Source: an optimization exercise on an open RTL-to-GDS flow (aim: small area and few clock cycles). Production flows keep margins and buffers that such runs may drop. The RTL was checked by simulation tests, not by an equivalence proof against the original design. The clock port is modelled as an ideal driver; clocking choices that lean on that would not hold on a real chip.

==> flow/design.v <==
module icap_controller
	(
		ACLK,
		ARESETN,
		S_AXIS_TREADY,
		S_AXIS_TDATA,
		S_AXIS_TLAST,
		S_AXIS_TVALID,
		ICAP_CE_N,
		ICAP_I
	);
	input                                     ACLK;
	input                                     ARESETN;
	output                                    S_AXIS_TREADY;
	input      [255 : 0]                      S_AXIS_TDATA;
	input                                     S_AXIS_TLAST;
	input                                     S_AXIS_TVALID;
	output                                    ICAP_CE_N;
	output     [31 : 0]                       ICAP_I;
	localparam N = 13;		 
	localparam W = 257;		 
	reg  [W*N-1:0]   d;		 
	reg  [224:0]     hd;		 
	reg  [N-1:0]     v;		 
	reg              hv, hvn;	 
	reg  [7:0]       q;		 
	reg  [N-2:0]     ld, ldn;	 
	reg              s_in, s_prev, s_self;	 
	wire acc = S_AXIS_TVALID & ld[0];
	wire [N-1:0] v_next;
	assign v_next[0] = ld[0] ? (acc & ~s_in) : v[0];
	genvar s;
	generate
		for (s = 1; s < N - 1; s = s + 1) begin : vn
			assign v_next[s] = ld[s] ? v[s-1] : v[s];
		end
	endgenerate
	assign v_next[N-1] = s_self ? v[N-1] : (s_in ? acc : v[N-2]);
	wire hv_next = hv ? ~q[7] : v[N-1];
	wire [N:0] r;			 
	assign r[N]   = ~hv_next;
	assign r[N-1] = ~v_next[N-1] | ~hv_next;
	generate
		for (s = 0; s < N - 1; s = s + 1) begin : rn
			assign r[s] = ~v_next[s] | r[s+1];
		end
	endgenerate
	wire e_next = ~|v_next[N-2:0];
	always @(posedge ACLK or negedge ARESETN)
		if (!ARESETN) begin
			v      <= {N{1'b0}};
			hv     <= 1'b0;
			hvn    <= 1'b1;
			q      <= 8'd1;
			ld     <= {(N-1){1'b1}};
			ldn    <= {(N-1){1'b0}};
			s_in   <= 1'b1;
			s_prev <= 1'b0;
			s_self <= 1'b0;
		end else begin
			v      <= v_next;
			hv     <= hv_next;
			hvn    <= ~hv_next;
			q      <= hv_next ? {q[6:0], 1'b0} : 8'd1;
			ld     <= r[N-2:0];
			ldn    <= ~r[N-2:0];
			s_in   <= r[N-1] & e_next;
			s_prev <= r[N-1] & ~e_next;
			s_self <= ~r[N-1];
		end
	wire [W-1:0] in_m = {1'b0, S_AXIS_TDATA};
	always @(posedge ACLK) begin
		d[0 +: W] <= ~((in_m | {W{ldn[0]}}) & (d[0 +: W] | {W{ld[0]}}));
	end
	generate
		for (s = 1; s < N - 1; s = s + 1) begin : st
			always @(posedge ACLK)
				d[s*W +: W] <= ~((d[(s-1)*W +: W] | {W{ldn[s]}}) & (d[s*W +: W] | {W{ld[s]}}));
		end
	endgenerate
	always @(posedge ACLK) begin
		d[(N-1)*W +: W] <= ~((in_m & {W{s_in}}) | (d[(N-2)*W +: W] & {W{s_prev}})
		                     | (d[(N-1)*W +: W] & {W{s_self}}));
		hd <= ~((d[(N-1)*W + 32 +: 225] | {225{hv}}) & (hd | {225{hvn}}));
	end
	wire [W-1:0] last = d[(N-1)*W +: W];
	reg [31:0] icap;
	integer j;
	always @(*) begin
		icap = last[31:0] & {32{q[0]}};
		for (j = 0; j < 7; j = j + 1)
			icap = icap | (hd[j*32 +: 32] & {32{q[j+1]}});
	end
	wire pol = q[0] ? last[W-1] : hd[224];
	assign S_AXIS_TREADY = ld[0];
	assign ICAP_CE_N = ~(hv | v[N-1]);
	assign ICAP_I = icap ^ {32{pol}};
endmodule
Settings: LEC_CHECK=0, CAP_MARGIN=20, CORE_MARGIN=2, CORE_UTILIZATION=55, CTS_BUF_LIST=sky130_fd_sc_hd__clkbuf_16, CTS_CLUSTER_DIAMETER=100, CTS_CLUSTER_SIZE=30, SETUP_SLACK_MARGIN=0.3, SLEW_MARGIN=20, SYNTH_MEMORY_MAX_BITS=8192; clock period 6.0 ns.
standard.sh (not shown) runs the stock make flow with config.mk's settings and CLKGATE_MAP_FILE= SYNTH_SCRIPT=/design/flow/synth_recipe.tcl, a recipe that flattens the netlist after the stock synthesis.
==> flow/flow/run.sh <==
#!/bin/bash
# The standard layout (the standard.sh, standard synthesis included), with two changes:
# the port buffers are the smallest buffer cell, and clock tree synthesis adds no dummy loads.
# make's full output goes to flow_make.log in the work folder; ORFS keeps each step's log
# under orfs/logs/.
set -euo pipefail
export BUFFER_PORTS_ARGS="-buffer_cell sky130_fd_sc_hd__buf_1"
export CTS_ARGS="-sink_clustering_enable -repair_clock_nets -sink_clustering_size 30 -sink_clustering_max_diameter 100 -buf_list sky130_fd_sc_hd__clkbuf_16 -dont_use_dummy_load"
bash standard.sh finish > flow_make.log 2>&1
Testbench counts at the start, summed over its fixed seeds: cycles 2,568.
==> next run, changes <==
--- a/flow/design.v
+++ b/flow/design.v
@@ -23,20 +23,27 @@
 	reg  [224:0]     hd;		 
 	reg  [N-1:0]     v;		 
 	reg              hv, hvn;	 
-	reg  [7:0]       q;		 
-	reg  [N-2:0]     ld, ldn;	 
+	reg  [2:0]       cnt;		 
+	reg  [N-2:0]     ldn;		 
 	reg              s_in, s_prev, s_self;	 
+	wire [N-1:0] ld;		 
+	assign ld[N-1] = ~v[N-1] | ~hv;
+	genvar s;
+	generate
+		for (s = 0; s < N - 1; s = s + 1) begin : ldc
+			assign ld[s] = ~v[s] | ld[s+1];
+		end
+	endgenerate
 	wire acc = S_AXIS_TVALID & ld[0];
 	wire [N-1:0] v_next;
 	assign v_next[0] = ld[0] ? (acc & ~s_in) : v[0];
-	genvar s;
 	generate
 		for (s = 1; s < N - 1; s = s + 1) begin : vn
 			assign v_next[s] = ld[s] ? v[s-1] : v[s];
 		end
 	endgenerate
 	assign v_next[N-1] = s_self ? v[N-1] : (s_in ? acc : v[N-2]);
-	wire hv_next = hv ? ~q[7] : v[N-1];
+	wire hv_next = hv ? (cnt != 3'd6) : v[N-1];
 	wire [N:0] r;			 
 	assign r[N]   = ~hv_next;
 	assign r[N-1] = ~v_next[N-1] | ~hv_next;
@@ -51,8 +58,6 @@
 			v      <= {N{1'b0}};
 			hv     <= 1'b0;
 			hvn    <= 1'b1;
-			q      <= 8'd1;
-			ld     <= {(N-1){1'b1}};
 			ldn    <= {(N-1){1'b0}};
 			s_in   <= 1'b1;
 			s_prev <= 1'b0;
@@ -61,8 +66,6 @@
 			v      <= v_next;
 			hv     <= hv_next;
 			hvn    <= ~hv_next;
-			q      <= hv_next ? {q[6:0], 1'b0} : 8'd1;
-			ld     <= r[N-2:0];
 			ldn    <= ~r[N-2:0];
 			s_in   <= r[N-1] & e_next;
 			s_prev <= r[N-1] & ~e_next;
@@ -81,17 +84,14 @@
 	always @(posedge ACLK) begin
 		d[(N-1)*W +: W] <= ~((in_m & {W{s_in}}) | (d[(N-2)*W +: W] & {W{s_prev}})
 		                     | (d[(N-1)*W +: W] & {W{s_self}}));
-		hd <= ~((d[(N-1)*W + 32 +: 225] | {225{hv}}) & (hd | {225{hvn}}));
+		hd[191:0] <= ~((d[(N-1)*W + 32 +: 192] | {192{hv}}) & (hd[223:32] | {192{hvn}}));
+		hd[223:192] <= ~d[(N-1)*W + 224 +: 32];
+		hd[224] <= ~((d[(N-1)*W + 256] | hv) & (hd[224] | hvn));
+		cnt <= hv ? cnt + 3'd1 : 3'd0;
 	end
 	wire [W-1:0] last = d[(N-1)*W +: W];
-	reg [31:0] icap;
-	integer j;
-	always @(*) begin
-		icap = last[31:0] & {32{q[0]}};
-		for (j = 0; j < 7; j = j + 1)
-			icap = icap | (hd[j*32 +: 32] & {32{q[j+1]}});
-	end
-	wire pol = q[0] ? last[W-1] : hd[224];
+	wire [31:0] icap = ~((last[31:0] | {32{hv}}) & (hd[31:0] | {32{hvn}}));
+	wire pol = ~((last[W-1] | hv) & (hd[224] | hvn));
 	assign S_AXIS_TREADY = ld[0];
 	assign ICAP_CE_N = ~(hv | v[N-1]);
 	assign ICAP_I = icap ^ {32{pol}};
After rerunning: Worst setup slack is better by 0.77 ns; first-iteration DRC count goes up by a few percent; design area decreases slightly; die area went down slightly.
Testbench counts after the change, summed over its fixed seeds: cycles 2,568.

port drivers added, routing unchanged:
No port has a modelled driver above. Below, the same layouts with a new extraction and two added sets of constraints. Step 1 (the two cells are an assumption about what drives the block):
set clk [get_ports {ACLK}]
set_driving_cell -lib_cell sky130_fd_sc_hd__clkbuf_16 $clk
set_driving_cell -lib_cell sky130_fd_sc_hd__buf_2 [delete_from_list [all_inputs] $clk]
Step 2 times the ports against the registers' clock, not the clock port: input delays grow and output delays shrink by t, the midpoint of the rising clock arrivals with the driver on. a / b / c = ideal / step 1 / step 2; a / b = the first two.
| run | t (ns) | setup slack, ns | worst hold slack (ns) | latest minus earliest clock arrival (ns) | cell pins on the clock port's net |
|---|---|---|---|---|---|
| the first run | 0.918 | 1.041 / 0.946 / 1.865 | 0.404 / 0.404 / 0.404 | 0.054 / 0.055 | 1 |
| the second run | 0.912 | 1.812 / 1.724 / 2.294 | 0.371 / 0.305 / 0.387 | 0.048 / 0.048 | 1 |
After both steps setup and hold are still met in every run listed.
